This design comes from an exercise in tuning for small area on the open sky130 flow, not from production work. The RTL was checked by simulation tests, not by an equivalence proof against the original design. No run shown here takes its clock network from TritonCTS; it comes from the design's own scripts or RTL. The clock input has no modelled driver; a real chip could not lean on it and would need a root buffer or a full tree. Power is estimated from default activity; no workload was simulated.

<file path="flow/config.mk">
export PLATFORM = sky130hd
export DESIGN_NAME = playFromFile
export DESIGN_NICKNAME = playFromFile
export VERILOG_FILES = /design/flow/design.v
export SDC_FILE = /design/flow/constraint.sdc
export NUM_CORES = 4
export LEC_CHECK = 0
export CAP_MARGIN = 20
export CORE_MARGIN = 2
export CORE_UTILIZATION = 60
export SLEW_MARGIN = 20
</file>
<file path="flow/constraint.sdc">
create_clock -name core_clock -period 20.0 [get_ports {clk}]
set_input_delay 4.0000 -clock core_clock [delete_from_list [all_inputs] [get_ports {clk}]]
set_output_delay 4.0000 -clock core_clock [all_outputs]
set_load 0.01 [all_outputs]
</file>
<file path="flow/design.v">
module playFromFile(clk, rst, gpioBank1, gpioBank2, gpioBank3);
  input clk, rst;
  output[3:0] gpioBank1, gpioBank2, gpioBank3;
  reg [15:0] c_g4;
  wire end_g4 = c_g4[0] & c_g4[1] & c_g4[2] & c_g4[3] & c_g4[4] & ~c_g4[5] & c_g4[6] & c_g4[7] & ~c_g4[9] & ~c_g4[10] & ~c_g4[11] & c_g4[12] & ~c_g4[13] & c_g4[14] & ~c_g4[15];
  always @(posedge clk)
    if (rst | end_g4) c_g4 <= 16'd0;
    else c_g4 <= {~c_g4[14:0], c_g4[8] ^ c_g4[14] ^ c_g4[15]};
  reg [14:0] c_a;
  wire end_a = c_a[0] & ~c_a[1] & ~c_a[2] & c_a[3] & ~c_a[5] & ~c_a[6] & c_a[7] & ~c_a[8] & c_a[9] & c_a[10] & c_a[11] & ~c_a[12] & ~c_a[13] & c_a[14];
  wire win_a = ~c_a[1] & c_a[2] & ~c_a[3] & c_a[4] & ~c_a[5] & c_a[6] & ~c_a[7] & c_a[8] & ~c_a[9] & c_a[10] & ~c_a[11] & c_a[12] & ~c_a[13];    
  wire one_a = win_a & ~c_a[0];
  always @(posedge clk)
    if (rst | end_a) c_a <= 15'd21845;
    else c_a <= {~c_a[13:0], c_a[0] ^ c_a[14]};
  reg [15:0] c_b4;
  wire end_b4 = c_b4[1] & ~c_b4[2] & c_b4[3] & c_b4[4] & c_b4[5] & ~c_b4[7] & c_b4[8] & c_b4[9] & ~c_b4[10] & c_b4[11] & ~c_b4[12] & ~c_b4[13] & c_b4[14] & ~c_b4[15];
  always @(posedge clk)
    if (rst | end_b4) c_b4 <= 16'd0;
    else c_b4 <= {~c_b4[14:0], c_b4[6] ^ c_b4[15]};
  reg [15:0] c_c5;
  wire end_c5 = ~c_c5[0] & c_c5[1] & ~c_c5[3] & ~c_c5[4] & ~c_c5[5] & c_c5[6] & c_c5[7] & c_c5[8] & ~c_c5[9] & ~c_c5[10] & ~c_c5[11] & ~c_c5[13] & c_c5[14] & ~c_c5[15];
  always @(posedge clk)
    if (rst | end_c5) c_c5 <= 16'd0;
    else c_c5 <= {~c_c5[14:0], ~(c_c5[2] ^ c_c5[15])};
  reg [15:0] c_d5;
  wire end_d5 = c_d5[0] & ~c_d5[1] & c_d5[3] & ~c_d5[5] & ~c_d5[6] & c_d5[7] & ~c_d5[8] & c_d5[9] & ~c_d5[10] & c_d5[11] & ~c_d5[12] & c_d5[13] & c_d5[14] & ~c_d5[15];
  always @(posedge clk)
    if (rst | end_d5) c_d5 <= 16'd0;
    else c_d5 <= {~c_d5[14:0], c_d5[2] ^ c_d5[15]};
  reg [14:0] c_e;
  wire end_e = c_e[0] & ~c_e[2] & ~c_e[3] & c_e[4] & ~c_e[5] & c_e[6] & ~c_e[8] & ~c_e[9] & ~c_e[10] & c_e[12] & c_e[13] & c_e[14];
  wire win_e = ~c_e[1] & c_e[2] & ~c_e[3] & c_e[4] & ~c_e[5] & c_e[6] & ~c_e[7] & c_e[8] & ~c_e[9] & c_e[10] & ~c_e[11] & c_e[12] & ~c_e[13];    
  wire one_e = win_e & ~c_e[0];
  always @(posedge clk)
    if (rst | end_e) c_e <= 15'd21845;
    else c_e <= {~c_e[13:0], c_e[0] ^ c_e[14]};
  reg [15:0] c_fs5;
  wire end_fs5 = c_fs5[0] & c_fs5[2] & c_fs5[3] & c_fs5[5] & ~c_fs5[7] & ~c_fs5[8] & ~c_fs5[9] & c_fs5[10] & ~c_fs5[11] & ~c_fs5[12] & c_fs5[13] & c_fs5[14] & c_fs5[15];
  always @(posedge clk)
    if (rst | end_fs5) c_fs5 <= 16'd0;
    else c_fs5 <= {~c_fs5[14:0], c_fs5[2] ^ c_fs5[15]};
  reg [14:0] c_g5;
  wire end_g5 = ~c_g5[0] & c_g5[1] & c_g5[3] & c_g5[4] & ~c_g5[5] & c_g5[6] & ~c_g5[7] & ~c_g5[8] & ~c_g5[9] & ~c_g5[10] & ~c_g5[11] & c_g5[12] & ~c_g5[13] & c_g5[14];
  always @(posedge clk)
    if (rst | end_g5) c_g5 <= 15'd0;
    else c_g5 <= {~c_g5[13:0], c_g5[3] ^ c_g5[14]};
  reg [15:0] c_t;
  wire end_t = c_t[0] & c_t[2] & ~c_t[3] & c_t[4] & c_t[5] & ~c_t[6] & ~c_t[7] & c_t[8] & c_t[9] & ~c_t[10] & c_t[11] & c_t[12] & ~c_t[13] & c_t[14] & ~c_t[15];
  wire win_t = c_t[1] & ~c_t[2] & c_t[3] & ~c_t[4] & c_t[5] & ~c_t[6] & c_t[7] & ~c_t[8] & c_t[9] & ~c_t[10] & c_t[11] & ~c_t[12] & c_t[13] & ~c_t[14] & c_t[15];    
  wire one_t = win_t & c_t[0];
  always @(posedge clk)
    if (rst | end_t) c_t <= 16'd43690;
    else c_t <= {~c_t[14:0], c_t[8] ^ c_t[15]};
  reg w_g4;
  always @(posedge clk) if (rst) w_g4 <= 1'b0; else if (end_g4) w_g4 <= ~w_g4;
  reg w_b4;
  always @(posedge clk) if (rst) w_b4 <= 1'b0; else if (end_b4) w_b4 <= ~w_b4;
  reg w_c5;
  always @(posedge clk) if (rst) w_c5 <= 1'b0; else if (end_c5) w_c5 <= ~w_c5;
  reg w_d5;
  always @(posedge clk) if (rst) w_d5 <= 1'b0; else if (end_d5) w_d5 <= ~w_d5;
  reg w_fs5;
  always @(posedge clk) if (rst) w_fs5 <= 1'b0; else if (end_fs5) w_fs5 <= ~w_fs5;
  reg w_g5;
  always @(posedge clk) if (rst) w_g5 <= 1'b0; else if (end_g5) w_g5 <= ~w_g5;
  reg w_n880;
  always @(posedge clk) if (rst) w_n880 <= 1'b0; else if (end_a) w_n880 <= ~w_n880;
  reg w_n1318;
  always @(posedge clk) if (rst) w_n1318 <= 1'b0; else if (end_e) w_n1318 <= ~w_n1318;
  reg w_met;
  always @(posedge clk) if (rst) w_met <= 1'b0; else if (end_t) w_met <= ~w_met;
  reg w_a4, w_e5;    
  always @(posedge clk) if (rst) w_a4 <= 1'b0; else if (end_a & w_n880) w_a4 <= ~w_a4;
  always @(posedge clk) if (rst) w_e5 <= 1'b0; else if (end_e & w_n1318) w_e5 <= ~w_e5;
  wire st_n440 = one_a & ~w_n880 & w_a4;
  wire st_n659 = one_e & ~w_n1318 & w_e5;
  reg [7:0] q_n440;
  always @(posedge clk) if (rst) q_n440 <= 8'd1; else if (st_n440) q_n440 <= {q_n440[6:0], q_n440[7] ^ q_n440[5] ^ q_n440[4] ^ q_n440[3]};
  reg [7:0] q_n659;
  always @(posedge clk) if (rst) q_n659 <= 8'd1; else if (st_n659) q_n659 <= {q_n659[6:0], q_n659[7] ^ q_n659[5] ^ q_n659[4] ^ q_n659[3]};
  reg q0_n880;
  always @* case ({w_a4, w_n880, win_a})
    3'b000, 3'b001, 3'b011, 3'b110: q0_n880 = q_n440[0] ^ q_n440[2] ^ q_n440[3] ^ q_n440[4];
    3'b010, 3'b101: q0_n880 = q_n440[2];
    default: q0_n880 = q_n440[3];
  endcase
  reg q0_n1318;
  always @* case ({w_e5, w_n1318, win_e})
    3'b000, 3'b001, 3'b011, 3'b110: q0_n1318 = q_n659[0] ^ q_n659[2] ^ q_n659[3] ^ q_n659[4];
    3'b010, 3'b101: q0_n1318 = q_n659[2];
    default: q0_n1318 = q_n659[3];
  endcase
  reg [3:0] Addr;
  wire posMet = one_t & w_met;
  reg fb;
  always @* case (Addr)
    4'd0: fb = 1'b1;
    4'd1: fb = 1'b0;
    4'd2: fb = 1'b1;
    4'd5: fb = 1'b1;
    4'd11: fb = 1'b0;
    4'd6: fb = 1'b1;
    4'd13: fb = 1'b0;
    4'd10: fb = 1'b0;
    4'd4: fb = 1'b1;
    4'd9: fb = 1'b1;
    4'd3: fb = 1'b1;
    4'd7: fb = 1'b0;
    default: fb = 1'bx;
  endcase
  always @(posedge clk)
    if (rst | (Addr == 4'd14)) Addr <= 4'd0;
    else if (posMet) Addr <= {Addr[2:0], fb};
  assign gpioBank1[0] = w_g4 & (Addr == 4'd0);
  assign gpioBank1[1] = w_a4 & (Addr == 4'd1);
  assign gpioBank1[2] = w_b4 & (Addr == 4'd2);
  assign gpioBank1[3] = w_c5 & (Addr == 4'd5);
  assign gpioBank2[0] = w_d5 & (Addr == 4'd11);
  assign gpioBank2[1] = w_e5 & (Addr == 4'd6);
  assign gpioBank2[2] = w_fs5 & (Addr == 4'd13);
  assign gpioBank2[3] = w_g5 & (Addr == 4'd10);
  assign gpioBank3[0] = q_n440[0] & (Addr == 4'd4);
  assign gpioBank3[1] = q_n659[0] & (Addr == 4'd9);
  assign gpioBank3[2] = q0_n880 & (Addr == 4'd3);
  assign gpioBank3[3] = q0_n1318 & (Addr == 4'd7);
endmodule
</file>
<file path="flow/flow/run.sh">
#!/bin/bash
# Standard ORFS layout (the standard.sh, standard synthesis unchanged) with two changes:
# a two-level clock tree built by flow/mycts.tcl in place of TritonCTS, and buf_1 cells
# as the port buffers.
set -o pipefail
export PRE_CTS_TCL=$PWD/flow/cts_hook.tcl
export MYCTS_NET=clk MYCTS_MAX=29 MYCTS_LEAF=sky130_fd_sc_hd__clkbuf_8 MYCTS_ROOT=sky130_fd_sc_hd__clkbuf_8
export BUFFER_PORTS_ARGS="-buffer_cell sky130_fd_sc_hd__buf_1"
bash standard.sh > standard_run.log 2>&1
</file>
<file path="flow/flow/cts_hook.tcl">
# Sourced by ORFS cts.tcl before clock tree synthesis (PRE_CTS_TCL): replace TritonCTS's
# H-tree with the two-level tree of mycts.tcl; the rest of cts.tcl (placement legalisation,
# timing repair) runs unchanged.
source [file join [file dirname [info script]] mycts.tcl]
rename clock_tree_synthesis orig_clock_tree_synthesis
proc clock_tree_synthesis {args} {
  mycts
  set_propagated_clock [all_clocks]
}
</file>
<file path="flow/flow/mycts.tcl">
# Clock tree built by hand: the register clock pins are split by recursive median
# bisection into clusters of at most $::env(MYCTS_MAX) sinks; each cluster gets one leaf
# buffer at its centroid, and one root buffer at the centroid of the leaves drives them.
proc mycts_split {items maxn} {
  if {[llength $items] <= $maxn} { return [list $items] }
  set xs {}; set ys {}
  foreach it $items { lappend xs [lindex $it 1]; lappend ys [lindex $it 2] }
  set dx [expr {[tcl::mathfunc::max {*}$xs] - [tcl::mathfunc::min {*}$xs]}]
  set dy [expr {[tcl::mathfunc::max {*}$ys] - [tcl::mathfunc::min {*}$ys]}]
  set k [expr {$dx >= $dy ? 1 : 2}]
  set s [lsort -real -index $k $items]
  set h [expr {[llength $s] / 2}]
  return [concat [mycts_split [lrange $s 0 [expr {$h-1}]] $maxn] [mycts_split [lrange $s $h end] $maxn]]
}
proc mycts {} {
  set db [ord::get_db]
  set block [ord::get_db_block]
  set clk [$block findNet $::env(MYCTS_NET)]
  set leafm [$db findMaster $::env(MYCTS_LEAF)]
  set rootm [$db findMaster $::env(MYCTS_ROOT)]
  set items {}
  foreach it [$clk getITerms] {
    set inst [$it getInst]
    set bb [$inst getBBox]
    lappend items [list $it [expr {([$bb xMin]+[$bb xMax])/2}] [expr {([$bb yMin]+[$bb yMax])/2}]]
  }
  set clusters [mycts_split $items $::env(MYCTS_MAX)]
  set rootnet [odb::dbNet_create $block "clknet_root"]
  $rootnet setSigType CLOCK
  set root [odb::dbInst_create $block $rootm "clkbuf_root"]
  set i 0; set sx 0; set sy 0
  foreach c $clusters {
    set net [odb::dbNet_create $block "clknet_leaf_$i"]
    $net setSigType CLOCK
    set buf [odb::dbInst_create $block $leafm "clkbuf_leaf_$i"]
    set x 0; set y 0
    foreach it $c {
      set x [expr {$x + [lindex $it 1]}]; set y [expr {$y + [lindex $it 2]}]
      set iterm [lindex $it 0]
      $iterm disconnect
      $iterm connect $net
    }
    set x [expr {int($x / [llength $c])}]; set y [expr {int($y / [llength $c])}]
    $buf setLocation $x $y
    $buf setPlacementStatus PLACED
    [$buf findITerm A] connect $rootnet
    [$buf findITerm X] connect $net
    set sx [expr {$sx + $x}]; set sy [expr {$sy + $y}]
    puts "mycts: leaf $i [llength $c] sinks at $x $y"
    incr i
  }
  $root setLocation [expr {int($sx / $i)}] [expr {int($sy / $i)}]
  $root setPlacementStatus PLACED
  [$root findITerm A] connect $clk
  [$root findITerm X] connect $rootnet
}
</file>
<file path="flow/standard.sh">
#!/bin/bash
# synth_recipe.tcl (not shown) runs the flow's synth.tcl, then flattens the netlist and writes it again
# the make line also repeats each setting of config.mk as NAME=value (left out here)
make -C /OpenROAD-flow-scripts/flow DESIGN_CONFIG=/design/flow/config.mk WORK_HOME=/design/flow/orfs CLKGATE_MAP_FILE= SYNTH_SCRIPT=/design/flow/synth_recipe.tcl "${@:-finish}"
</file>
==> results of run 1 <==
[metrics by stage]
| step | hold slack [ps] | std cells |
|---|---|---|
| final | 389 | 644 |
| after global routing | 402 | 644 |
| after CTS | 393 | 644 |
| after detailed placement | 362 | 635 |
| after global placement | 360 | 635 |
| after floorplan | 353 | 535 |
[placed cells by master (no fill, tap or decap), types with 3 or more instances in the layout]
cell,instances
dfxtp_1,172
nor2_1,156
nand2_1,26
xnor2_1,22
mux2i_1,18
nand2b_1,12
buf_1,12
xor2_1,11
and3_1,10
clkbuf_8,9
nand4b_1,8
nor4_1,6
nor3_1,6
or2_2,6
a21oi_1,5
nand3_1,5
nand4_1,5
or4_1,4
nor2b_1,3
or4b_2,3
nor4bb_1,3
[logic make-up (layout without fill, tap and decap cells)]
kind of cell | count (synthesis) | after routing | share of synthesized area (%)
muxes | 19 | 19 | 3.51
buffers and inverters | 24 | 25 | 1.90
xor gates and xnor gates | 33 | 33 | 5.30
DFF | 172 | 172 | 63.2
and+or+nand+nor | 271 | 271 | 24.1
AOI/OAI and AO/OA | 16 | 16 | 2.00
[Yosys cell counts (2+ instances only)]
master and n:
a32oi_1 2, xor2_1 11, or4b_2 3, nand4_1 5, buf_1 4, a21oi_1 5
nand4bb_1 2, nor2b_1 3, nor4bb_1 3, nand2_1 26, xnor2_1 22, or4_1 4
and4_1 2, nand4b_1 8, or2_2 6, or4b_1 2, nor3_1 6, nand3_1 5
nand2b_1 12, and4b_1 2, a211o_1 2, and3_1 10, dfxtp_1 172, buf_2 2
o21ai_0 2, mux2i_1 18, nor2_1 156, clkbuf_1 15, or3_1 2, nand3b_1 2
nor4_1 6
[area by class of cell]
class                   count  share of cell area, %
well taps                 108                   2.38
repair buffers             15                   1.15
inverters                   1                 0.0661
flip-flops and latches    172                   60.7
multi-input cells         339                   33.6
plain buffers               9                   2.18
[sequential cells by signal, summed over array words and instances (netlist names), 4 cells and up]
| name | cells |
|---|---|
| c_d5 | 16 |
| q_n659 | 8 |
| c_g5 | 15 |
| Addr | 4 |
| q_n440 | 8 |
| c_a | 15 |
| c_e | 15 |
| c_t | 16 |
| c_g4 | 16 |
| c_b4 | 16 |
| c_fs5 | 16 |
| c_c5 | 16 |
[final timing paths]
path                                         from                     end  depth (start not counted)  slack (ps)
worst min-delay path            c_a[3]$_SDFF_PP0_       c_a[4]$_SDFF_PP1_                          1         390
worst min register to register  c_a[3]$_SDFF_PP0_       c_a[4]$_SDFF_PP1_                          1         390
worst max-delay path            c_a[5]$_SDFF_PP0_            gpioBank3[2]                          6       13500
worst max register to register  c_a[5]$_SDFF_PP0_  q_n440[0]$_SDFFE_PP1P_                          4       17480
[power by group through the flow]
stage | Combinational [W] | Clock [W] | Sequential, W
global route | 0.0000221 | 0.000147 | 0.000369
detailed placement | 0.0000192 | 0 | 0.000374
floorplan | 0.0000162 | 0 | 0.000372
global placement | 0.0000184 | 0 | 0.000374
finish | 0.0000190 | 0.000132 | 0.000367
CTS | 0.0000194 | 0.000137 | 0.000367
[routing by layer]
| layer | GRT usage [%] | up-vias | share of wire, % |
|---|---|---|---|
| met5 | 0 | - | 0 |
| met4 | 2.74 | 0 | 1.7 |
| met3 | 1.34 | 10 | 2.2 |
| met2 | 29.0 | 29 | 45 |
| met1 | 23.8 | 1585 | 51 |
| li1 | - | 1743 | - |
[worst max-delay path, delay by kind of cell (launching register included)]
kind                   cells  cell delay [ps]
buffers and inverters      1              160
AO/OA/AOI/OAI              2              280
flip-flops                 1              330
AND/OR/NAND/NOR            2             1140
XOR/XNOR                   1              180
==> notes.md, run 1 <==
- Sequential area share after synthesis: 63.2%
- Final setup TNS: 0 ps
- Startpoint Class: register
- Vias per inst: 5.23
- Largest net degree at the start of global routing: 45
- Drt pass-1 iters: 4
- Seq pwr share: 70.8%
- Worst-margin pin slew: 644 ps
- Boundary pin count: 14
- Max_cap viols: 0
- Endpoints failing setup: 0
- Distinct cells, synth: 46
- Starting Density: 62.2%
- Layout Skew: 12.4 ps
- Post-detail-place hpwl: 5840 microns
- Clk pwr share: 25.6%
- Comb pwr share: 3.7%
- Ant. Diodes: 0
- Reg clk slew, reported paths: 130 ps
- Postcts setup bufs: 0
- Die Y: 99.3 microns
- Synth Cell Area: 5450 sq um
- Unrepaired setup endpoints after global routing: no
- Routed wire length: 8430 microns
- Reg area: 3440 sq um
- Overall routing resource usage: 16.8%
- Post-cts resize count: 0
- Ys Warns: 1
- WP data required: 16000 ps
- Finished Core Util: 64.8%
- DR WL/cell: 13.1 microns
- WP data arrival: 2500 ps
- First-pass GRT wire length: 14300 microns
- Tcrit/Tclk final: 32.5%
- Syn avg cell area: 10.2 sq um
- GP Congestion: 0.794
- CP max stage cell: or4_1
- Fin. max-slew vios: 0
- Fillcell total: 754
- Final Hold Viols: 0
- WS Path Type: reg -> out
- Grt total ovfl: 0
- EDFF count, synth: 0
- Post-Place Worst Slack: 13950 ps
- #FFs+latches synth: 172
- Outcome: timing/DRC/antenna clean
- Top cell type by total area after synthesis: dfxtp_1
- CORE AREA: 8760 sq um
- Syn Nets: 537
- Worst setup EP type: output port
- Initial antenna violation count: 0
- Clock latency (worst-skew pair): 390 ps
- Area occupied by multi-input gates: 1900 sq um
- Ys async rst share: 0%
- DP Area: 5550 sq um
- Final min period: 6500 ps
- Power per Cell Area: 91.3 nW/um^2
- Vias in the first global route: 3233
- Die W: 99.3 microns
- Top cells by area, synth: dfxtp_1, nor2_1, xnor2_1
- Layout cells sized above 1: 4.66%
- Antenna viol nets, final: 0
- Sw Pwr: 0.000110 W
- Peak VDD IR: 0.0000590 V
- Full die area: 9860 sq um
- DR DRC count: 0
- CP max stage delay: 600 ps
- Initial DRC Count: 105
- Via count: 3367
- Switch share: 21.3%
- Yosys top cell area share: 63.2%
- F_max: 0.154 GHz
- Pwr Total: 0.000518 W
- PnR worst setup slack: 13500 ps
- Rows: 34
- Nets: 540
- Rel. slew slack: 56.9%
- Cell internal pwr: 0.000408 W
- CTS Hold Bufs: 0
- Worst min-delay path class: reg -> reg
- Pleak: 2.34 nW
- Crit-path cells: or4b_1 > or4_1 > xor2_1 > a32oi_1 > a21oi_1 > buf_1
- Area Growth Syn to Fin: 4.11%
- Design area: 5680 sq um
- Post-Syn Instances: 535
- Port bufs: 13
- Ys flop type: dfxtp_1
- Crit path max fanout: 5
==> run 2, diff against run 1 <==
--- a/flow/flow/run.sh
+++ b/flow/flow/run.sh
@@ -6,3 +6,3 @@
 export PRE_CTS_TCL=$PWD/flow/cts_hook.tcl
-export MYCTS_NET=clk MYCTS_MAX=29 MYCTS_LEAF=sky130_fd_sc_hd__clkbuf_8 MYCTS_ROOT=sky130_fd_sc_hd__clkbuf_8
+export MYCTS_NET=clk MYCTS_MAX=15 MYCTS_LEAF=sky130_fd_sc_hd__clkbuf_8 MYCTS_ROOT=sky130_fd_sc_hd__clkbuf_8
 export BUFFER_PORTS_ARGS="-buffer_cell sky130_fd_sc_hd__buf_1"
--- a/flow/flow/mycts.tcl
+++ b/flow/flow/mycts.tcl
@@ -1,6 +1,6 @@
-# Clock tree built by hand: the register clock pins are split by recursive median
-# bisection into clusters of at most $::env(MYCTS_MAX) sinks; each cluster gets one leaf
+# Clock tree built by hand: the register clock pins are split by recursive
+# bisection into ceil(sinks / $::env(MYCTS_MAX)) clusters of near-equal size; each cluster gets one leaf
 # buffer at its centroid, and one root buffer at the centroid of the leaves drives them.
-proc mycts_split {items maxn} {
-  if {[llength $items] <= $maxn} { return [list $items] }
+proc mycts_split {items k} {
+  if {$k <= 1} { return [list $items] }
   set xs {}; set ys {}
@@ -9,6 +9,7 @@
   set dy [expr {[tcl::mathfunc::max {*}$ys] - [tcl::mathfunc::min {*}$ys]}]
-  set k [expr {$dx >= $dy ? 1 : 2}]
-  set s [lsort -real -index $k $items]
-  set h [expr {[llength $s] / 2}]
-  return [concat [mycts_split [lrange $s 0 [expr {$h-1}]] $maxn] [mycts_split [lrange $s $h end] $maxn]]
+  set ix [expr {$dx >= $dy ? 1 : 2}]
+  set s [lsort -real -index $ix $items]
+  set k1 [expr {$k / 2}]
+  set h [expr {([llength $s] * $k1 + $k / 2) / $k}]
+  return [concat [mycts_split [lrange $s 0 [expr {$h-1}]] $k1] [mycts_split [lrange $s $h end] [expr {$k - $k1}]]]
 }
@@ -26,3 +27,3 @@
   }
-  set clusters [mycts_split $items $::env(MYCTS_MAX)]
+  set clusters [mycts_split $items [expr {int(ceil([llength $items] / double($::env(MYCTS_MAX))))}]]
   set rootnet [odb::dbNet_create $block "clknet_root"]
==> run 2 against run 1 <==
- final area increased by 0.97%
- total power rose by 3.8%
- worst hold slack got worse by 8.6 ps
- sequential cell count unchanged
- die area is the same
- combinational power hardly changed
- setup slack got worse by 4.1 ps
- maximum frequency about the same
- cell count is 0.62% higher
- highest routed layer unchanged
- synthesized cell count unchanged
==> notes.md, run 2 <==
- Vias per inst: 5.24
- WP data required: 16000 ps
- Layout cells sized above 1: 5.37%
- Worst setup EP type: output port
- Distinct cells, synth: 46
- Synth top cells by count: dfxtp_1, nor2_1, nand2_1
- Worst-margin pin slew: 647 ps
- Crit path max fanout: 5
- Top cells by area, synth: dfxtp_1, nor2_1, xnor2_1
- Post-Syn Instances: 535
- Switch share: 21.1%
- Ys Warns: 1
- Largest net degree at the start of global routing: 45
- Grt total ovfl: 0
- Full die area: 9860 sq um
- Final setup TNS: 0 ps
- Cell internal pwr: 0.000424 W
- Reg area: 3440 sq um
- Nets: 544
- Fin cells: 648
- Routed wire length: 8430 microns
- Antenna viol nets, final: 0
- Syn avg cell area: 10.2 sq um
- Pleak: 2.37 nW
- F_max: 0.154 GHz
- Reg2Reg Setup Slack: 17480 ps
- Boundary pin count: 14
- DR DRC count: 0
- Postcts setup bufs: 0
- Yosys top cell area share: 63.2%
- Overall routing resource usage: 17.1%
- CTS Hold Bufs: 0
- GP Congestion: 0.794
- DR WL/cell: 13.0 microns
- Layout Skew: 12.4 ps
- Most common cell after layout, fill and taps aside: dfxtp_1
- Max_cap viols: 0
- Rows: 34
- Drt pass-1 iters: 4
- Die W: 99.3 microns
- Fillcell total: 750
- Die Y: 99.3 microns
- Via count: 3396
- Ant. Diodes: 0
- Fin. max-slew vios: 0
- First-pass GRT wire length: 14500 microns
- Synth Cell Area: 5450 sq um
- Most frequent cells in the layout: dfxtp_1, nor2_1, nand2_1
- CORE AREA: 8760 sq um
- Sequential area share after synthesis: 63.2%
- Unrepaired setup endpoints after global routing: no
- Area Growth Syn to Fin: 5.12%
- Reg clk slew, reported paths: 90 ps
- Area occupied by multi-input gates: 1900 sq um
- EDFF count, synth: 0
- Seq pwr share: 68.1%
- Peak VDD IR: 0.0000795 V
- Pwr Total: 0.000538 W
- #FFs+latches synth: 172
- Clock latency (worst-skew pair): 410 ps
- Ys flop type: dfxtp_1
- WP data arrival: 2500 ps
- Final min period: 6500 ps
- Most numerous cell in the Yosys netlist: dfxtp_1
- Vias in the first global route: 3239
- Worst min-delay path class: reg -> reg
- Startpoint Class: register
- Post-cts resize count: 0
- Power per Cell Area: 93.8 nW/um^2
- DP Area: 5550 sq um
- Syn Nets: 537
- Port bufs: 13
- Outcome: timing/DRC/antenna clean
- Rel. slew slack: 56.6%
- Top cell type by total area after synthesis: dfxtp_1
- Final Hold Viols: 0
- Clk pwr share: 28.4%
- Initial DRC Count: 116
- Design area: 5730 sq um
- Starting Density: 62.2%
- Tcrit/Tclk final: 32.5%
- Post-detail-place hpwl: 5840 microns
- Endpoints failing setup: 0
- WS Path Type: reg -> out
- Sw Pwr: 0.000113 W
- Placed cells: 635
- Comb pwr share: 3.5%
- Initial antenna violation count: 0
- Ys async rst share: 0%
==> run 2: changes by cell type in the layout (fill, tap and decap cells not counted), sizes merged <==
cell	previous run	this run
clkbuf	10	14
==> run 2: kinds of logic after synthesis <==
logic type | share of synthesized area, %
buffers and inverters | 1.90
AO/OA/AOI/OAI | 2.00
multiplexers | 3.51
AND/OR/NAND/NOR | 24.1
XOR/XNOR | 5.30
flip-flops | 63.2
==> run 2: per-stage QoR <==
step	worst slack, ps	hold slack [ps]	utilization [%]
floorplan	14130	353	-
global placement	14000	360	63.3
detailed placement	13950	362	63.3
CTS	13470	383	65.4
global route	13370	393	65.4
finish	13500	380	65.4
==> run 2: critical path, cell delays in order (launching register included) <==
cell	delay, ps
dfxtp_1	320
or4b_1	540
or4_1	600
xor2_1	190
a32oi_1	110
a21oi_1	170
buf_1	160
==> run 2: power groups by stage <==
stage	sequential [W]	clock, W	combinational [W]
floorplan	0.000372	0	0.0000162
global placement	0.000374	0	0.0000184
detailed placement	0.000374	0	0.0000192
CTS	0.000366	0.000159	0.0000194
global route	0.000368	0.000170	0.0000221
finish	0.000366	0.000152	0.0000190
==> run 2: layer usage <==
metal,vias to the layer above,global-route usage (%),share of wire (%)
met5,-,0,0
met4,0,2.85,1.8
met3,13,1.62,2.5
met2,26,28.8,46
met1,1604,24.7,50
li1,1753,-,-
==> run 2: final timing paths <==
path                           from                      to  depth (start not counted)
setup / recovery  c_a[5]$_SDFF_PP0_            gpioBank3[2]                          6
hold / removal    c_e[5]$_SDFF_PP0_       c_e[6]$_SDFF_PP1_                          1
setup reg to reg  c_a[5]$_SDFF_PP0_  q_n440[0]$_SDFFE_PP1P_                          4
hold reg to reg   c_e[5]$_SDFF_PP0_       c_e[6]$_SDFF_PP1_                          1
==> run 2: cell type report <==
cell class,count,share of cell area [%]
multi-input combinational,339,33.2
sequential,172,60.1
inverter,1,0.0655
buffer,13,3.12
timing repair buffer,15,1.14
tap,108,2.36
==> run 3, diff against run 2 <==
==> flow/flow/run.sh (replaced) <==
#!/bin/bash
# Standard ORFS layout (the standard.sh) with three changes:
#  - after the standard synthesis, its combinational logic is re-mapped for area by
#    flow/remap.tcl (registers untouched);
#  - a two-level clock tree built by flow/mycts.tcl in place of TritonCTS;
#  - buf_1 cells as the port buffers.
set -o pipefail
export PRE_CTS_TCL=$PWD/flow/cts_hook.tcl
export MYCTS_NET=clk MYCTS_MAX=15 MYCTS_LEAF=sky130_fd_sc_hd__clkbuf_8 MYCTS_ROOT=sky130_fd_sc_hd__clkbuf_8
export BUFFER_PORTS_ARGS="-buffer_cell sky130_fd_sc_hd__buf_1"
bash standard.sh synth > standard_synth.log 2>&1 || exit 1
R=$PWD/orfs/results/$FLOW_PLATFORM/playFromFile/base
cp $R/1_2_yosys.v $PWD/standard_1_2_yosys.v
export REMAP_IN=$PWD/standard_1_2_yosys.v REMAP_OUT=$R/1_2_yosys.v
export REMAP_LIB=$FLOW_HOME/platforms/$FLOW_PLATFORM/lib/sky130_fd_sc_hd__tt_025C_1v80.lib
export REMAP_SCRIPT=$PWD/flow/remap_abc.script
export REMAP_DONT_USE="$(sed -n '/DONT_USE_CELLS *+=/,/^$/p' $FLOW_HOME/platforms/$FLOW_PLATFORM/config.mk | grep -oE 'sky130_fd_sc_hd__[a-z0-9_]+' | tr '\n' ' ')"
YOSYS=$(command -v yosys || echo $FLOW_HOME/../tools/install/yosys/bin/yosys)
$YOSYS -c flow/remap.tcl > remap_yosys.log 2>&1 || exit 1
rm -f $R/1_synth.odb $R/1_synth.sdc
bash standard.sh > standard_run.log 2>&1
==> flow/flow/remap.tcl (new file) <==
# Re-map the combinational logic of the standard synthesis netlist for area, keeping every
# register cell (instance name, cell type, connections) as the standard synthesis left it.
# Run by flow/run.sh as: yosys -c flow/remap.tcl (env: REMAP_IN, REMAP_OUT, REMAP_LIB,
# REMAP_DONT_USE, REMAP_SCRIPT).
yosys read_liberty -ignore_miss_func $::env(REMAP_LIB)
# sequential cells stay black boxes, so flatten below only dissolves the logic cells
yosys blackbox sky130_fd_sc_hd__df* sky130_fd_sc_hd__edf* sky130_fd_sc_hd__sdf* sky130_fd_sc_hd__sedf* sky130_fd_sc_hd__dl* sky130_fd_sc_hd__sdl*
yosys read_verilog $::env(REMAP_IN)
yosys hierarchy -top $::env(FLOW_TOP)
yosys stat -liberty $::env(REMAP_LIB)
yosys flatten
yosys rename -hide w:*.*
yosys rename -hide c:*.*
yosys opt -purge
set du {}
foreach c $::env(REMAP_DONT_USE) { lappend du -dont_use $c }
yosys abc -liberty $::env(REMAP_LIB) {*}$du -script $::env(REMAP_SCRIPT)
yosys opt_clean -purge
yosys stat -liberty $::env(REMAP_LIB)
yosys read_liberty -lib -overwrite $::env(REMAP_LIB)
yosys check -assert -mapped
yosys write_verilog -noattr -nohex -nodec $::env(REMAP_OUT)
==> flow/flow/remap_abc.script (new file) <==
strash
dch -f
amap
topo
==> run 3 against run 2 <==
- highest routed layer unchanged
- core utilization rose by 0.29 points
- maximum frequency is 6.0% lower
- register-to-register slack worse by 520 ps
- critical endpoint is now gpioBank3[3]
- total power up 0.23%
- still clean
- first-iteration DRC count increased by 38%
==> notes.md, run 3 <==
- Outcome: timing/DRC/antenna clean
- Overall routing resource usage: 19.1%
- Critical path's top delay family: simple AND/OR/NAND/NOR gates
- Nets: 582
- Max_cap viols: 0
- CP max stage delay: 460 ps
- Syn Nets: 553
- Die W: 98.0 microns
- Full die area: 9600 sq um
- Worst min-delay path class: reg -> reg
- Rows: 34
- Fin cells: 686
- Routed wire length: 9160 microns
- Fin. max-slew vios: 0
- Grt total ovfl: 0
- Via count: 3721
- Most common cell after layout, fill and taps aside: dfxtp_1
- Die Y: 98.0 microns
- Pleak: 2.12 nW
- Syn avg cell area: 9.62 sq um
- Finished Core Util: 65.7%
- Area Growth Syn to Fin: 7.01%
- Worst hold slack: 385 ps
- Power per Cell Area: 95.0 nW/um^2
- Starting Density: 61.4%
- Ant. Diodes: 0
- Vias in the first global route: 3469
- Port bufs: 13
- Final setup TNS: 0 ps
- CTS Hold Bufs: 0
- F_max: 0.145 GHz
- Layout Skew: 11.1 ps
- DP Area: 5490 sq um
- Final min period: 6910 ps
- Synth Cell Area: 5300 sq um
- Clock latency (worst-skew pair): 420 ps
- Ys Warns: 1
- Peak VDD IR: 0.0000607 V
- Reg clk slew, reported paths: 90 ps
- Endpoints failing setup: 0
- Initial DRC Count: 160
- Crit-path cells: nor4b_1 > nand3_1 > nor4b_1 > clkinv_1 > a21oi_1 > o21a_1 > nor2_1 > nor3_1 > a21oi_1 > nor3_1 > buf_1
- First-pass GRT wire length: 15900 microns
- Area occupied by multi-input gates: 1740 sq um
- Initial antenna violation count: 0
- Post-detail-place hpwl: 6260 microns
- Final Hold Viols: 0
- WP data required: 16000 ps
- Tcrit/Tclk final: 34.6%
- Most frequent cells in the layout: dfxtp_1, nor2_1, nand2_1
- Reg area: 3440 sq um
- Largest net degree at the start of global routing: 66
- GP Congestion: 0.834
- Crit path max fanout: 3
- Post-Syn Instances: 551
- Vias per inst: 5.42
- Antenna viol nets, final: 0
- DR WL/cell: 13.4 microns
- Postcts setup bufs: 0
- Design area: 5670 sq um
- Drt pass-1 iters: 4
- Rel. slew slack: 32.8%
- Worst setup EP type: output port
- Placed cells: 673
- Post-cts resize count: 0
- Boundary pin count: 14
- DR DRC count: 0
- Unrepaired setup endpoints after global routing: no
- CP max stage cell: nor4b_1
- Worst-margin pin slew: 1010 ps
- Startpoint Class: register
- WS Path Type: reg -> out
- Fillcell total: 724
- WP data arrival: 2910 ps
- Buffer and inverter count on the worst path: 2
- CORE AREA: 8640 sq um
- Layout cells sized above 1: 2.60%
## run 3: cell types whose count changed in the layout (fill, tap and decap cells not counted), moves of 8 or more
cell	before	now
nand2_1	26	36
o22ai_1	0	8
nand2b_1	12	1
nor3_1	6	20
xnor2_1	22	0
xor2_1	11	0
nand3_1	5	15
o21ai_0	2	11
a211oi_1	1	13
clkinv_1	0	31
mux2i_1	18	0
and3_1	10	0
## run 3: worst paths after layout
check	start	to	slack, ps	depth (start not counted)
min	c_g5[2]$_SDFF_PP0_	c_g5[3]$_SDFF_PP0_	390	1
max reg2reg	c_a[1]$_SDFF_PP0_	q_n440[6]$_SDFFE_PP0P_	16960	8
max	c_e[3]$_SDFF_PP0_	gpioBank3[3]	13090	11
min reg2reg	c_g5[2]$_SDFF_PP0_	c_g5[3]$_SDFF_PP0_	390	1
## run 3: report_power, final
group          switching [W]  internal [W]  leakage [nW]
combinational      0.0000112    0.00000684         0.602
sequential        0.00000799      0.000358          1.42
clock              0.0000970     0.0000582        0.0935
total               0.000116      0.000423          2.12
## run 3: per-stage QoR
step	total power, W	worst slack, ps
global route	0.000562	12720
CTS	0.000544	13120
global placement	0.000391	13650
floorplan	0.000384	13950
detailed placement	0.000392	13590
finish	0.000539	13090
## run 3: area by class of cell
type | instances | area share [%]
Timing Repair Buffer | 14 | 1.01
Inverter | 31 | 2.05
Buffer | 13 | 3.15
Sequential cell | 172 | 60.7
Multi-Input combinational cell | 348 | 30.7
Tap cell | 108 | 2.38
## run 3: metal layers
| layer | share of wire [%] | GRT usage (%) | routed length (microns) | vias to the layer above |
|---|---|---|---|---|
| li1 | - | - | - | 1930 |
| met1 | 49 | 28.1 | 4530 | 1725 |
| met2 | 44 | 30.2 | 4080 | 47 |
| met3 | 4.3 | 3.15 | 391 | 19 |
| met4 | 1.8 | 3.74 | 166 | 0 |
| met5 | 0 | 0 | 0 | - |
==> run 4, diff against run 3 <==
==> flow/flow/remap_abc.script (replaced) <==
&get -n
&st
&deepsyn -T 30
&dch -f
&nf -R 1000
&dch -f
&nf -R 1000
&put
topo
==> run 4 against run 3 <==
- still clean
- via count decreased by 7.3%
- cell count decreased by 7.6%
- critical path depth decreased by 2
- area after synthesis decreased by 2.3%
- clock skew about the same
- clock power about the same
- sequential cell count unchanged
==> notes.md, run 4 <==
- CTS Hold Bufs: 0
- Vias in the first global route: 3382
- Drt pass-1 iters: 4
- Hold Crit Start: c_t[10]$_SDFF_PP0_
- Final Hold Viols: 0
- Layout Skew: 10.8 ps
- Die Y: 96.9 microns
- Ant. Diodes: 0
- Largest net degree at the start of global routing: 67
- Post-Syn Instances: 502
- Most common cell after layout, fill and taps aside: dfxtp_1
- Critical path's top delay family: simple AND/OR/NAND/NOR gates
- Layout cells sized above 1: 2.84%
- Postcts setup bufs: 0
- Reg2Reg Depth: 6
- FF-to-FF End: q_n440[7]$_SDFFE_PP0P_
- Port bufs: 13
- Startpoint Class: register
- Syn Nets: 504
- Grt total ovfl: 0
- Worst min-delay path class: reg -> reg
- Rel. slew slack: 36.8%
- Worst hold endpoint: c_t[11]$_SDFF_PP1_
- Worst-margin pin slew: 938 ps
- Fin. max-slew vios: 0
- Most frequent cells in the layout: dfxtp_1, nor2_1, nand2_1
- Rows: 33
- Final min period: 6140 ps
- WP data arrival: 2140 ps
- DR WL/cell: 13.9 microns
- Overall routing resource usage: 18.5%
- Power per Cell Area: 96.9 nW/um^2
- Peak VDD IR: 0.0000593 V
- CP max stage cell: a2111oi_0
- F_max: 0.163 GHz
- Unrepaired setup endpoints after global routing: no
- Vias per inst: 5.44
- Outcome: timing/DRC/antenna clean
- Crit path max fanout: 2
- Clock latency (worst-skew pair): 420 ps
- Finished Core Util: 66.8%
- Pleak: 2.22 nW
- Synth Cell Area: 5180 sq um
- Worst setup EP type: output port
- Hold Path Stages: 1
- Post-detail-place hpwl: 6040 microns
- GP Congestion: 0.829
- Initial antenna violation count: 0
- Ys Warns: 1
- Crit-path cells: nand4b_1 > nor3_1 > nand2_1 > nand2_1 > nor2_1 > nor2_1 > nor3_1 > a2111oi_0 > buf_1
- Full die area: 9390 sq um
- Antenna viol nets, final: 0
- Syn avg cell area: 10.3 sq um
- DR DRC count: 0
- Post-cts resize count: 0
- Tcrit/Tclk final: 30.7%
- CP max stage delay: 350 ps
- Initial DRC Count: 135
- Reg-to-reg startpoint: c_a[13]$_SDFF_PP0_
- Reg clk slew, reported paths: 90 ps
- Max_cap viols: 0
- Nets: 533
- Starting Density: 62.4%
- Final setup TNS: 0 ps
- Via count: 3448
- Die W: 96.9 microns
- Buffer and inverter count on the worst path: 1
- Boundary pin count: 14
- Reg2Reg Setup Slack: 17940 ps
- WP data required: 16000 ps
- CORE AREA: 8300 sq um
- First-pass GRT wire length: 15200 microns
- WS Path Type: reg -> out
- Routed wire length: 8830 microns
- Area Growth Syn to Fin: 7.10%
- Endpoints failing setup: 0
-- run 4: metrics by stage --
stage / hold WS [ps] / instance area (sq um) / setup WS (ps) / instances / total power (W)
floorplan: 353 / 5180 / 14350 / 502 / 0.000385
global route: 396 / 5550 / 13640 / 634 / 0.000560
detailed placement: 368 / 5370 / 13980 / 621 / 0.000393
global placement: 365 / 5370 / 14010 / 621 / 0.000392
finish: 388 / 5550 / 13860 / 634 / 0.000537
CTS: 387 / 5550 / 13810 / 634 / 0.000543
-- run 4: metal layers --
layer  routed length (microns)  GRT usage [%]  part of all wire, %  up-vias
met5                         0              0                    0        -
met4                       227           4.77                  2.6        0
met3                       328           2.82                  3.7       20
met2                      3950           31.3                   45       46
met1                      4330           25.0                   49     1630
li1                          -              -                    -     1752
-- run 4: cell type report --
type | instances | area (sq um)
Tap cell | 105 | 131
Buffer | 13 | 179
Fill cell | 698 | 2750
Multi-Input combinational cell | 325 | 1720
Inverter | 5 | 18.8
Timing Repair Buffer | 14 | 57.6
Sequential cell | 172 | 3440
-- run 4: power by group --
part | internal (W) | switching (W) | total, W | leakage (nW)
Clock | 0.0000581 | 0.0000950 | 0.000153 | 0.0935
Sequential | 0.000358 | 0.00000844 | 0.000366 | 1.42
Combinational | 0.00000712 | 0.0000108 | 0.0000180 | 0.708
Total | 0.000423 | 0.000114 | 0.000537 | 2.22
-- run 4: how the worst max path moves through the flow --
stage | end | start | cells past startpoint
6_report | gpioBank3[3] | c_e[9]$_SDFF_PP0_ | 9
5_1_grt | gpioBank3[2] | c_a[13]$_SDFF_PP0_ | 7
4_1_cts | gpioBank3[3] | c_e[9]$_SDFF_PP0_ | 9
3_5_place_dp | c_d5[0]$_SDFF_PP0_ | rst | 5
3_3_place_gp | c_d5[0]$_SDFF_PP0_ | rst | 5
2_1_floorplan | gpioBank3[3] | c_e[11]$_SDFF_PP0_ | 8
==> run 5, diff against run 4 <==
--- a/flow/flow/run.sh
+++ b/flow/flow/run.sh
@@ -8,3 +8,3 @@
 export PRE_CTS_TCL=$PWD/flow/cts_hook.tcl
-export MYCTS_NET=clk MYCTS_MAX=15 MYCTS_LEAF=sky130_fd_sc_hd__clkbuf_8 MYCTS_ROOT=sky130_fd_sc_hd__clkbuf_8
+export MYCTS_NET=clk MYCTS_MAX=16 MYCTS_LEAF=sky130_fd_sc_hd__clkbuf_8 MYCTS_ROOT=sky130_fd_sc_hd__clkbuf_2
 export BUFFER_PORTS_ARGS="-buffer_cell sky130_fd_sc_hd__buf_1"
==> run 5 against run 4 <==
- clock power is 6% lower
- final area is 0.41% lower
- synthesized cell count stayed put
- combinational power hardly changed
- largest cell class unchanged
- core utilization is 0.27 points lower
- sequential cell count stayed put
==> notes.md, run 5 <==
- Most frequent CP cell: nand4_1
- Worst hold slack: 388 ps
- CP max stage delay: 400 ps
- Crit path max fanout: 3
- Die Y: 96.9 microns
- Crit-path cells: nor4b_1 > nand4_1 > nor2_1 > a211o_1 > nand4_1 > a21oi_1 > buf_1
- Rel. slew slack: 37.5%
- Syn Nets: 504
- Initial DRC Count: 128
- Post-cts resize count: 0
- WP data arrival: 2400 ps
- Antenna viol nets, final: 0
- Reg area: 3440 sq um
- Worst min-delay path class: reg -> reg
- Die W: 96.9 microns
- Full die area: 9390 sq um
- Clock latency (worst-skew pair): 680 ps
- First-pass GRT wire length: 15200 microns
- Layout Skew: 11.8 ps
- Most common cell after layout, fill and taps aside: dfxtp_1
- GR Util met2: 31.2%
- CORE AREA: 8300 sq um
- Ant. Diodes: 0
- Unrepaired setup endpoints after global routing: no
- GR peak layer: met2
- Fillcell total: 693
- Fin cells: 633
- Post-detail-place hpwl: 6040 microns
- Post-Syn Instances: 502
- Startpoint Class: register
- Via count: 3423
- Syn avg cell area: 10.3 sq um
- F_max: 0.156 GHz
- GP Congestion: 0.829
- Boundary pin count: 14
- Vias per inst: 5.41
- Fin. max-slew vios: 0
- Area Growth Syn to Fin: 6.67%
- Grt met1 use: 25.5%
- Tcrit/Tclk final: 32.0%
- Vias in the first global route: 3377
- Pleak: 2.21 nW
- Final Hold Viols: 0
- DR DRC count: 0
- Port bufs: 13
- Max_cap viols: 0
- Endpoints failing setup: 0
- Initial antenna violation count: 0
- Grt total ovfl: 0
- Worst-margin pin slew: 928 ps
- Power per Cell Area: 95.8 nW/um^2
- Ys Warns: 1
- Outcome: timing/DRC/antenna clean
- Synth Cell Area: 5180 sq um
- Rows: 33
- WP data required: 16000 ps
- Routed wire length: 8730 microns
- Reg clk slew, reported paths: 100 ps
- Nets: 532
- Overall routing resource usage: 18.5%
- Drt pass-1 iters: 4
- Worst setup EP type: output port
- Area occupied by multi-input gates: 1720 sq um
- Peak VDD IR: 0.0000603 V
- Starting Density: 62.4%
- Postcts setup bufs: 0
- WS Path Type: reg -> out
- Most frequent cells in the layout: dfxtp_1, nor2_1, nand2_1
- Final min period: 6400 ps
- GRT met3 Usage: 2.24%
- Layout cells sized above 1: 2.65%
- Final setup TNS: 0 ps
- Largest net degree at the start of global routing: 67
- CTS Hold Bufs: 0
- Placed cells: 621
- DR WL/cell: 13.8 microns
- CP max stage cell: nor4b_1
## run 5: cell count changes in the layout (fill, tap and decap cells not counted)
cell and change:
clkbuf_8 -2, clkbuf_2 +1
## run 5: routing by layer
metal / share of wire, % / vias up
li1: - / 1749
met1: 48 / 1603
met2: 44 / 51
met3: 4.3 / 20
met4: 3.0 / 0
met5: 0 / -
## run 5: cell type report
cell class              count  area share [%]
plain buffers              12            2.83
flip-flops and latches    172            62.3
inverters                   5           0.340
repair buffers             14            1.04
multi-input cells         325            31.1
well taps                 105            2.38
## run 5: per-stage QoR
stage | instance area, sq um | utilization (%) | worst slack, ps | total power (W)
3_5_place_dp | 5370 | 64.7 | 13980 | 0.000393
6_report | 5520 | 66.6 | 13600 | 0.000529
3_3_place_gp | 5370 | 64.7 | 14010 | 0.000392
4_1_cts | 5520 | 66.6 | 13520 | 0.000534
5_1_grt | 5520 | 66.6 | 13360 | 0.000552
2_1_floorplan | 5180 | - | 14350 | 0.000385
## run 5: critical path, delay by kind of cell, from the launching register on
| family | cells | cell delay, ps |
|---|---|---|
| AND/OR/NAND/NOR | 4 | 890 |
| AO/OA/AOI/OAI | 2 | 340 |
| flip-flops | 1 | 330 |
| buffers and inverters | 1 | 170 |
## run 5: power breakdown
group	leakage (nW)	internal, W	switching (W)
clock	0.0832	0.0000498	0.0000947
sequential	1.42	0.000358	0.00000845
combinational	0.708	0.00000712	0.0000109
## run 5: worst paths after layout
| check | start | end | slack (ps) | cells past startpoint |
|---|---|---|---|---|
| worst max-delay path | c_a[13]$_SDFF_PP0_ | gpioBank3[2] | 13600 | 7 |
| worst min-delay path | c_e[9]$_SDFF_PP0_ | c_e[10]$_SDFF_PP1_ | 390 | 1 |
| worst max register to register | c_a[13]$_SDFF_PP0_ | q_n440[6]$_SDFFE_PP0P_ | 17960 | 6 |
| worst min register to register | c_e[9]$_SDFF_PP0_ | c_e[10]$_SDFF_PP1_ | 390 | 1 |
==> run 6, diff against run 5 <==
--- a/flow/config.mk
+++ b/flow/config.mk
@@ -9,3 +9,3 @@
 export CORE_MARGIN = 2
-export CORE_UTILIZATION = 60
+export CORE_UTILIZATION = 80
 export SLEW_MARGIN = 20
==> run 6 against run 5 <==
- sequential cell count unchanged
- critical path type unchanged
- clock power about the same
- worst hold slack got worse by 6.4 ps
- largest power group unchanged
- maximum frequency decreased by 0.83%
- still clean
- total power about the same
- area after synthesis unchanged
==> notes.md, run 6 <==
- Outcome: timing/DRC/antenna clean
- Unrepaired setup endpoints after global routing: no
- Seq pwr share: 69.5%
- Synth Cell Area: 5180 sq um
- Vias in the first global route: 3442
- Full die area: 7130 sq um
- Worst min-delay path class: reg -> reg
- Rows: 29
- Initial antenna violation count: 0
- Crit path max fanout: 2
- Starting Density: 82.0%
- Postcts setup bufs: 0
- Design area: 5490 sq um
- Reg2Reg Setup Slack: 17810 ps
- Power per Cell Area: 96.3 nW/um^2
- Largest net degree at the start of global routing: 67
- Worst setup EP type: output port
- FF-to-FF End: Addr[1]$_SDFFE_PP0P_
- CTS Hold Bufs: 0
- Clock latency (worst-skew pair): 650 ps
- Switch share: 21.5%
- Sw Pwr: 0.000114 W
- Ys Warns: 1
- Syn Nets: 504
- Peak VDD IR: 0.0000908 V
- CP max stage cell: a2111oi_0
- F_max: 0.155 GHz
- Die Y: 84.5 microns
- DR DRC count: 0
- DR WL/cell: 15.1 microns
- Antenna viol nets, final: 0
- Max_cap viols: 0
- Most common cell after layout, fill and taps aside: dfxtp_1
- Startpoint Class: register
- Post-cts resize count: 0
- Pleak: 2.21 nW
- Routed wire length: 9160 microns
- Reg-to-reg startpoint: c_t[5]$_SDFF_PP1_
- Crit-path cells: nand4b_1 > nor3_1 > nand2_1 > nand2_1 > nor2_1 > nor2_1 > nor3_1 > a2111oi_0 > buf_1
- Nets: 532
- CORE AREA: 6310 sq um
- First-pass GRT wire length: 15400 microns
- Final Hold Viols: 0
- Finished Core Util: 86.9%
- Cell internal pwr: 0.000415 W
- Hold Crit Start: c_t[10]$_SDFF_PP0_
- CP max stage delay: 360 ps
- Initial DRC Count: 139
- Final setup TNS: 0 ps
- Endpoints failing setup: 0
- Comb pwr share: 3.4%
- Layout Skew: 14.6 ps
- Drt pass-1 iters: 4
- PnR worst setup slack: 13550 ps
- Syn avg cell area: 10.3 sq um
- Final min period: 6450 ps
- WP data arrival: 2450 ps
- Via count: 3489
- Fin. max-slew vios: 0
- Post-Syn Instances: 502
- Worst setup path startpoint: c_e[9]$_SDFF_PP0_
- Worst-margin pin slew: 924 ps
- DP Area: 5330 sq um
- Reg2Reg Depth: 6
- Overall routing resource usage: 25.5%
- Die W: 84.5 microns
- Port bufs: 13
- Grt total ovfl: 0
- WP data required: 16000 ps
- Ant. Diodes: 0
- Post-detail-place hpwl: 6430 microns
- Vias per inst: 5.77
- Post-Place Worst Slack: 14100 ps
- Reg clk slew, reported paths: 100 ps
- Tcrit/Tclk final: 32.3%
- Area Growth Syn to Fin: 5.99%
- Clk pwr share: 27.0%
- Rel. slew slack: 37.8%
- Setup crit end: gpioBank3[3]
- Layout cells sized above 1: 2.65%
- Boundary pin count: 14
- WS Path Type: reg -> out
- GP Congestion: 0.858
- Most frequent cells in the layout: dfxtp_1, nor2_1, nand2_1
run 6: cell counts in the layout (fill, tap and decap cells not counted):
Identical to the previous run, type by type.
run 6: worst min-delay path by stage:
stage	cells past startpoint	slack (ps)	to
2_1_floorplan	1	350	c_e[10]$_SDFF_PP1_
3_3_place_gp	1	360	c_e[10]$_SDFF_PP1_
3_5_place_dp	1	370	c_e[10]$_SDFF_PP1_
4_1_cts	1	380	c_e[10]$_SDFF_PP1_
5_1_grt	1	400	c_fs5[7]$_SDFF_PP0_
6_report	1	380	c_t[11]$_SDFF_PP1_
run 6: power by group through the flow:
stage               clock network [W]  logic (W)  registers (W)
floorplan                           0  0.0000130       0.000372
global placement                    0  0.0000169       0.000374
detailed placement                  0  0.0000181       0.000375
CTS                          0.000143  0.0000182       0.000368
global route                 0.000155  0.0000205       0.000369
finish                       0.000143  0.0000181       0.000368
run 6: final cells by class:
class,count,area [sq um]
Buffer,12,156
Inverter,5,18.8
Multi-Input combinational cell,325,1720
Fill cell,321,825
Tap cell,77,96.3
Sequential cell,172,3440
Timing Repair Buffer,14,57.6
run 6: per-layer routing:
metal | vias up | wire (microns) | track usage [%]
li1 | 1752 | - | -
met3 | 17 | 286 | 2.46
met5 | - | 0 | 0
met4 | 0 | 144 | 3.90
met1 | 1663 | 4200 | 34.9
met2 | 57 | 4520 | 45.5
run 6: critical path: cells and delay by family, from the launching register on:
kind | cells | cell delay (ps)
and+or+nand+nor | 7 | 920
AOI/OAI and AO/OA | 1 | 360
DFF | 1 | 320
buffers and inverters | 1 | 210
run 6: through the flow:
stage / hold WS, ps / cells / power, W
global route: 397 / 605 / 0.000545
CTS: 381 / 605 / 0.000529
finish: 382 / 605 / 0.000529
floorplan: 353 / 502 / 0.000385
global placement: 363 / 593 / 0.000391
detailed placement: 367 / 593 / 0.000393
==> run 7, diff against run 6 <==
--- a/flow/flow/run.sh
+++ b/flow/flow/run.sh
@@ -3,3 +3,4 @@
 #  - after the standard synthesis, its combinational logic is re-mapped for area by
-#    flow/remap.tcl (registers untouched);
+#    flow/remap.tcl (registers untouched); four ABC runs with different seeds, the
+#    smallest netlist is kept;
 #  - a two-level clock tree built by flow/mycts.tcl in place of TritonCTS;
@@ -13,8 +14,20 @@
 cp $R/1_2_yosys.v $PWD/standard_1_2_yosys.v
-export REMAP_IN=$PWD/standard_1_2_yosys.v REMAP_OUT=$R/1_2_yosys.v
+export REMAP_IN=$PWD/standard_1_2_yosys.v
 export REMAP_LIB=$FLOW_HOME/platforms/$FLOW_PLATFORM/lib/sky130_fd_sc_hd__tt_025C_1v80.lib
-export REMAP_SCRIPT=$PWD/flow/remap_abc.script
 export REMAP_DONT_USE="$(sed -n '/DONT_USE_CELLS *+=/,/^$/p' $FLOW_HOME/platforms/$FLOW_PLATFORM/config.mk | grep -oE 'sky130_fd_sc_hd__[a-z0-9_]+' | tr '\n' ' ')"
 YOSYS=$(command -v yosys || echo $FLOW_HOME/../tools/install/yosys/bin/yosys)
-$YOSYS -c flow/remap.tcl > remap_yosys.log 2>&1 || exit 1
+for s in 1 2 3 4; do
+  sed "s/&deepsyn -T 30/&deepsyn -T 30 -S $s/" flow/remap_abc.script > remap_abc_$s.script
+  REMAP_SCRIPT=$PWD/remap_abc_$s.script REMAP_OUT=$PWD/remap_$s.v $YOSYS -c flow/remap.tcl > remap_yosys_$s.log 2>&1 &
+done
+wait
+best=""; besta=""
+for s in 1 2 3 4; do
+  a=$(grep "Chip area for module" remap_yosys_$s.log | tail -1 | awk '{print $NF}')
+  [ -s remap_$s.v ] && grep -q "Found and reported 0 problems" remap_yosys_$s.log || continue
+  if [ -z "$besta" ] || awk "BEGIN{exit !($a < $besta)}"; then best=$s; besta=$a; fi
+done
+echo "remap areas: $(grep -h 'Chip area for module' remap_yosys_*.log | awk '{print $NF}' | tr '\n' ' ') kept $best ($besta)" > remap_choice.log
+[ -n "$best" ] || exit 1
+cp remap_$best.v $R/1_2_yosys.v
 rm -f $R/1_synth.odb $R/1_synth.sdc
--- a/flow/config.mk
+++ b/flow/config.mk
@@ -9,3 +9,3 @@
 export CORE_MARGIN = 2
-export CORE_UTILIZATION = 80
+export CORE_UTILIZATION = 60
 export SLEW_MARGIN = 20
==> run 7 against run 6 <==
- register-to-register slack got worse by 430 ps
- core utilization decreased by 20 points
- still clean
- wire length decreased by 8.0%
- die area increased by 32%
- critical path depth unchanged
- sequential power about the same
- first-iteration DRC count decreased by 44%
- clock skew decreased by 3.3 ps
==> notes.md, run 7 <==
- Outcome: timing/DRC/antenna clean
- Largest net degree at the start of global routing: 69
- Endpoints failing setup: 0
- Clock latency (worst-skew pair): 660 ps
- WS Path Type: reg -> out
- Worst min-delay path class: reg -> reg
- Most frequent cells in the layout: dfxtp_1, nor2_1, nand2_1
- Reg clk slew, reported paths: 100 ps
- Ys Warns: 1
- CP max stage delay: 390 ps
- Fin cells: 632
- Most common cell after layout, fill and taps aside: dfxtp_1
- Pleak: 2.18 nW
- Antenna viol nets, final: 0
- Post-cts resize count: 0
- Final setup TNS: 0 ps
- WP data arrival: 2770 ps
- Layout Skew: 11.3 ps
- Most frequent CP cell: nor4b_1
- Via count: 3432
- Boundary pin count: 14
- Power per Cell Area: 95.2 nW/um^2
- WP data required: 16000 ps
- Area Growth Syn to Fin: 6.76%
- Overall routing resource usage: 17.8%
- CP max stage cell: nor4b_1
- Full die area: 9390 sq um
- F_max: 0.148 GHz
- CORE AREA: 8300 sq um
- Die Y: 96.9 microns
- GP Congestion: 0.842
- Worst-margin pin slew: 949 ps
- Syn avg cell area: 10.3 sq um
- Crit-path cells: nor4b_1 > nand4_1 > nor4b_1 > nand2_1 > or2_0 > nand3_1 > o211ai_1 > a21oi_1 > buf_1
- Layout cells sized above 1: 2.85%
- DR WL/cell: 13.3 microns
- CTS Hold Bufs: 0
- Starting Density: 62.4%
- Tcrit/Tclk final: 33.9%
- Drt pass-1 iters: 7
- Crit path max fanout: 2
- Max_cap viols: 0
- Placed cells: 620
- Routed wire length: 8420 microns
- Worst setup EP type: output port
- Port bufs: 13
- DR DRC count: 0
- Initial DRC Count: 78
- Final min period: 6770 ps
- Nets: 531
- Syn Nets: 503
- Vias in the first global route: 3248
- Fillcell total: 693
- Post-Syn Instances: 501
- Synth Cell Area: 5180 sq um
- Peak VDD IR: 0.0000570 V
- Grt total ovfl: 0
- Rows: 33
- Rel. slew slack: 36.3%
- Ant. Diodes: 0
- First-pass GRT wire length: 14700 microns
- Startpoint Class: register
- Die W: 96.9 microns
- Postcts setup bufs: 0
- Final Hold Viols: 0
- Initial antenna violation count: 0
- Unrepaired setup endpoints after global routing: no
- Fin. max-slew vios: 0
- Vias per inst: 5.43
- Post-detail-place hpwl: 5740 microns
==> run 7: path summary, 6_finish.rpt <==
kind / startpoint / endpoint / slack (ps) / cells after the start
hold / removal: c_e[9]$_SDFF_PP0_ / c_e[10]$_SDFF_PP1_ / 390 / 1
setup reg to reg: c_a[13]$_SDFF_PP0_ / q_n440[2]$_SDFFE_PP0P_ / 17380 / 8
setup / recovery: c_a[13]$_SDFF_PP0_ / gpioBank3[2] / 13230 / 9
hold reg to reg: c_e[9]$_SDFF_PP0_ / c_e[10]$_SDFF_PP1_ / 390 / 1
==> run 7: stage by stage <==
stage	total power [W]	utilization, %	instance area [sq um]	setup slack [ps]	hold WS [ps]
floorplan	0.000385	-	5180	14180	353
global placement	0.000392	64.7	5370	13990	366
detailed placement	0.000393	64.7	5370	13940	368
CTS	0.000533	66.6	5530	13180	390
global route	0.000550	66.6	5530	12880	405
finish	0.000527	66.6	5530	13230	386
==> run 7: cell type report <==
| cell class | instances | area [sq um] | share of cell area (%) |
|---|---|---|---|
| Inverter | 4 | 15.0 | 0.271 |
| Buffer | 12 | 156 | 2.83 |
| Timing Repair Buffer | 14 | 57.6 | 1.04 |
| Tap cell | 105 | 131 | 2.38 |
| Sequential cell | 172 | 3440 | 62.3 |
| Multi-Input combinational cell | 325 | 1730 | 31.2 |
==> run 7: critical path: cells and delay by family (launching register included) <==
| kind | cells | cell delay [ps] |
|---|---|---|
| AO/OA/AOI/OAI | 2 | 230 |
| buffers and inverters | 1 | 170 |
| AND/OR/NAND/NOR | 6 | 1390 |
| flip-flops | 1 | 320 |
==> run 7: metal layers <==
metal  GRT usage [%]  up-vias  routed length [microns]
met4            3.14        0                      161
li1                -     1755                        -
met5               0        -                        0
met3            2.60       19                      349
met1            26.6     1607                     4320
met2            27.9       51                     3590
==> run 7: power by group <==
group          internal [W]  total (W)  switching [W]
clock             0.0000497   0.000142      0.0000925
sequential         0.000358   0.000367     0.00000857
combinational    0.00000722  0.0000179      0.0000107
total              0.000415   0.000527       0.000112

[static timing again, ports no longer ideal]
How much do the figures lean on ideal ports? The routed layouts below were timed once more, with nothing changed but the port constraints. Step 1 (the two cells are an assumption about what drives the block):
set clk [get_ports {clk}]
set_driving_cell -lib_cell sky130_fd_sc_hd__clkbuf_16 $clk
set_driving_cell -lib_cell sky130_fd_sc_hd__buf_2 [delete_from_list [all_inputs] $clk]
Step 2 times the ports against the registers' clock, not the clock port: input delays grow and output delays shrink by t, the midpoint of the rising clock arrivals with the driver on. Three values: ideal, step 1, step 2; two values: the first two.
| run | t, ns | setup WS [ns] | worst setup path after step 2 | clock arrival spread, ns |
|---|---|---|---|---|
| run 1 | 0.416 | 13.504 / 13.475 / 13.891 | register to output | 0.014 / 0.015 |
| run 2 | 0.435 | 13.500 / 13.471 / 13.906 | register to output | 0.012 / 0.012 |
| run 3 | 0.442 | 13.087 / 13.058 / 13.500 | register to output | 0.014 / 0.014 |
| run 4 | 0.447 | 13.861 / 13.830 / 13.983 | input to register | 0.011 / 0.011 |
| run 5 | 0.702 | 13.602 / 13.576 / 13.996 | input to register | 0.012 / 0.013 |
| run 6 | 0.673 | 13.549 / 13.521 / 14.077 | input to register | 0.017 / 0.017 |
| run 7 | 0.683 | 13.226 / 13.200 / 13.884 | register to output | 0.011 / 0.011 |
After both steps every run listed still meets setup and hold.
